Background: an optimization exercise with open tools, aiming at small area, a short achievable clock period and few clock cycles. Do not read the settings as production practice. Power and IR drop assume default switching activity.

build 91:
==> flow/design.v (excerpt) <==
module binary_to_bcd( input clk_in,
                      input [5:0] game_state,
                      input start,
                      input [23:0] binary_in,
                      output logic [31:0] bcd_out,
                      output logic busy
    );
    logic [31:0] R;
    logic [3:0]  t;                   
    wire rst = (game_state == 6'd1);
    logic [31:0] ld;
    logic [3:0]  t0;
    wire [31:0] ldr0 = {binary_in[19:0], 8'h0, binary_in[23:20]};
    wire [31:0] ldr1 = {binary_in[13:0], 8'h0, binary_in[23:14]};
    wire [31:0] ldr2 = {binary_in[7:0], 8'h0, binary_in[23:8]};
    wire [31:0] ldr3 = {binary_in[1:0], 8'h0, binary_in[23:2]};
    logic [3:0] zr, sel;
    function automatic [4:0] fx(input [3:0] v);
        logic ge10;
        ge10 = v[3] & (v[2] | v[1]);
        fx = {ge10, v[3] & !ge10, ge10 ? v[2] & v[1] : v[2], v[1] ^ ge10, v[0]};
    endfunction
    always_comb begin
        zr[0] = 1'b1;
        zr[1] = (binary_in[23:18] == '0);
        zr[2] = (binary_in[23:12] == '0);
        zr[3] = (binary_in[23:6] == '0);
        for (int i = 0; i < 4; i++)
            sel[i] = zr[i] & (i == 3 || !zr[i + 1]);
        ld = '0;
        t0 = '0;
        ld = ld | ({32{sel[0]}} & {ldr0[31:5], fx(binary_in[23:20])});
  ...
Size: about 600 cells after synthesis, about 65 I/O pins.
export LEC_CHECK = 0
export ABC_AREA = 1
export CAP_MARGIN = 20
export CORE_MARGIN = 2
export CORE_UTILIZATION = 60
export SETUP_SLACK_MARGIN = 3.4
export SLEW_MARGIN = 20
create_clock -name core_clock -period 6.0 [get_ports {clk_in}]
standard.sh (not shown) runs the stock make flow with config.mk's settings and CLKGATE_MAP_FILE= SYNTH_SCRIPT=/design/flow/synth_recipe.tcl, a recipe that flattens the netlist after the stock synthesis.
==> flow/flow/run.sh <==
#!/bin/bash
# Standard ORFS layout, with plain buf_1 cells as the port buffers.
set -euo pipefail
export BUFFER_PORTS_ARGS="-buffer_cell sky130_fd_sc_hd__buf_1"
bash standard.sh > standard_flow.log 2>&1
Build 91 finished every stage and its layout cleared the timing, DRC and antenna checks.
Input changes introduced in build 31 (baseline for comparison: build 91):
# build 91
export LEC_CHECK = 0
export ABC_AREA = 1
export CAP_MARGIN = 20
export CORE_MARGIN = 2
export CORE_UTILIZATION = 60
export SETUP_SLACK_MARGIN = 3.4
export SLEW_MARGIN = 20
create_clock -name core_clock -period 6.0 [get_ports {clk_in}]
# build 31
export LEC_CHECK = 0
export ABC_AREA = 1
export CAP_MARGIN = 20
export CORE_MARGIN = 2
export CORE_UTILIZATION = 60
export SETUP_SLACK_MARGIN = 3.5
export SLEW_MARGIN = 20
create_clock -name core_clock -period 6.0 [get_ports {clk_in}]
### Flow results
Build 31 ends up with higher share of power burned in combinational logic than build 91 does. Build 31 ends up with a final area that is 2.2% higher than in build 91. Slowest library cell on the worst path: sky130_fd_sc_hd__or2_2 -> build 31, sky130_fd_sc_hd__nor3_1 -> build 91. Relative to build 91, first-pass GRT wire length has decreased by 190 um in build 31. Comparing build 91 against build 31, there is no change at all in die area. [compare] base=build 91 new=build 31: largest stage delay on the critical path moved up, post-detailed-route via-to-cell ratio saw an increase. Build 91 → build 31: global routing met1 resource utilization has decreased, overall routed net length has increased. game_state[3] as the critical path launch point was reported by build 31, and binary_in[21] by build 91. Build 31 vs. build 91: top fanout value on the critical path rose 6, share of cells above drive strength 1 rose 1.8 points, power in sequential cells fell about 1%.
### build 31 -> build 93
# build 31
export LEC_CHECK = 0
export ABC_AREA = 1
export CAP_MARGIN = 20
export CORE_MARGIN = 2
export CORE_UTILIZATION = 60
export SETUP_SLACK_MARGIN = 3.5
export SLEW_MARGIN = 20
create_clock -name core_clock -period 6.0 [get_ports {clk_in}]
# build 93
export LEC_CHECK = 0
export ABC_AREA = 1
export CAP_MARGIN = 5
export CORE_MARGIN = 2
export CORE_UTILIZATION = 60
export SETUP_SLACK_MARGIN = 3.5
export SLEW_MARGIN = 5
create_clock -name core_clock -period 6.0 [get_ports {clk_in}]
==> summary.txt <==
Combinational cell fraction of total power across build 31 and build 93: no real change.
Comparing build 31 against build 93, there is no change at all in critical path depth.
Reported for build 31 and build 93, count of multi-input combinational gates turned out identical to the last digit.
No run among build 31 and build 93 stopped early or left any final violation; all are clean.
~same final worst-path setup slack in build 31 and build 93
[compare] base=build 31 new=build 93: die area shows no meaningful change; detailed-route DRC error count held steady; met3 demand-to-capacity share in global routing saw little to no change.
No functional check of the RTL was part of any run of this note.

---

binary_to_bcd, a different RTL version from the one above (not shown whole).
Size in the first run: ~37 flip-flops, roughly 65 I/O pins, ~0.0032 sq mm of cells after synthesis.
==> flow/config.mk <==
export PLATFORM = sky130hd
export DESIGN_NAME = binary_to_bcd
export DESIGN_NICKNAME = binary_to_bcd
export VERILOG_FILES = /design/flow/design.v
export SDC_FILE = /design/flow/constraint.sdc
export NUM_CORES = 4
export LEC_CHECK = 0
export ABC_AREA = 1
export CAP_MARGIN = 20
export CORE_MARGIN = 2
export CORE_UTILIZATION = 40
export SETUP_SLACK_MARGIN = 4.2
export SLEW_MARGIN = 20
==> flow/constraint.sdc <==
create_clock -name core_clock -period 6.0 [get_ports {clk_in}]
set_input_delay 1.2000 -clock core_clock [delete_from_list [all_inputs] [get_ports {clk_in}]]
set_output_delay 1.2000 -clock core_clock [all_outputs]
set_load 0.01 [all_outputs]
run.sh (not shown) runs the stock make flow with config.mk's settings and CLKGATE_MAP_FILE= SYNTH_SCRIPT=/design/flow/synth_recipe.tcl, a recipe that flattens the netlist after the stock synthesis.
Stock flow here: none of the scripts above is used.
Edit:
==> flow/flow/run.sh (new file) <==
#!/bin/bash
# Standard ORFS layout, with plain buf_1 cells as the port buffers.
set -euo pipefail
export BUFFER_PORTS_ARGS="-buffer_cell sky130_fd_sc_hd__buf_1"
bash standard.sh > standard_flow.log 2>&1
==> flow/standard.sh (new file) <==
#!/bin/bash
# synth_recipe.tcl (not shown) runs the flow's synth.tcl, then flattens the netlist and writes it again
# the make line also repeats each setting of config.mk as NAME=value (left out here)
make -C /OpenROAD-flow-scripts/flow DESIGN_CONFIG=/design/flow/config.mk WORK_HOME=/design/flow/orfs CLKGATE_MAP_FILE= SYNTH_SCRIPT=/design/flow/synth_recipe.tcl "${@:-finish}"
Settings changed: SETUP_SLACK_MARGIN 4.2 to 3.6.
removed: flow/run.sh
Count of clock-buffer cells in the layout stays the same. Global-route usage came out lower by 6.2 points. Die area does not change. Via count came out lower by 12%. Combinational power decreases by about 30%. Routed wire length fell by 23%. Core utilization came out lower by 21 points.
Edit:
==> flow/run.sh (new file) <==
#!/bin/bash
# synth_recipe.tcl (not shown) runs the flow's synth.tcl, then flattens the netlist and writes it again
# the make line also repeats each setting of config.mk as NAME=value (left out here)
make -C /OpenROAD-flow-scripts/flow DESIGN_CONFIG=/design/flow/config.mk WORK_HOME=/design/flow/orfs CLKGATE_MAP_FILE= SYNTH_SCRIPT=/design/flow/synth_recipe.tcl finish
removed: flow/flow/run.sh
removed: flow/standard.sh
What happened: The new run passed the timing, DRC and antenna checks. Core utilization rises by 7.3 points. Wire length rises by 7.5%. Worst setup slack improves by 0.050 ns. Final area rises by 14%. Die area is unchanged. Power rises by 4.2%. Final cell count rises by 2.1%. Worst hold slack degrades by 0.062 ns. Non-clock buffer count rises by 14.
No run of this note included a check of the RTL's function; only the layout flow was run.

re-timing with driven ports:
The flow's constraints put no driver on any port. The routed layouts listed below were extracted and timed again, unchanged, in two steps. Step 1 (the two cells are an assumption about what drives the block):
set clk [get_ports {clk_in}]
set_driving_cell -lib_cell sky130_fd_sc_hd__clkbuf_16 $clk
set_driving_cell -lib_cell sky130_fd_sc_hd__buf_2 [delete_from_list [all_inputs] $clk]
Step 2 also shifts input and output timing later by t, the mid clock arrival at the registers, as if the neighbouring blocks saw the same clock. Three values: no drivers, after step 1, after step 2; two values: the first two.
| run | shift t [ns] | slack for setup (ns) | latest minus earliest clock arrival (ns) | worst register clock-pin slew, ns |
|---|---|---|---|---|
| build 91 | 0.318 | 3.494 / 3.500 / 3.182 | 0.005 / 0.005 | 0.08 / 0.08 |
| build 31 | 0.319 | 3.630 / 3.637 / 3.319 | 0.004 / 0.005 | 0.07 / 0.07 |
| build 93 | 0.319 | 3.630 / 3.637 / 3.319 | 0.004 / 0.005 | 0.07 / 0.07 |
| the first run of note 2 | 0.336 | 3.637 / 3.639 / 3.304 | 0.009 / 0.009 | 0.08 / 0.08 |
| the second run of note 2 | 0.322 | 3.562 / 3.547 / 3.225 | 0.006 / 0.007 | 0.08 / 0.08 |
| the third run of note 2 | 0.321 | 3.612 / 3.598 / 3.278 | 0.006 / 0.005 | 0.08 / 0.08 |
After both steps every run listed still meets setup and hold. The setup slack of the second run of note 2, which loses most, moves by -0.015 ns with the drivers and by -0.337 ns with both steps.
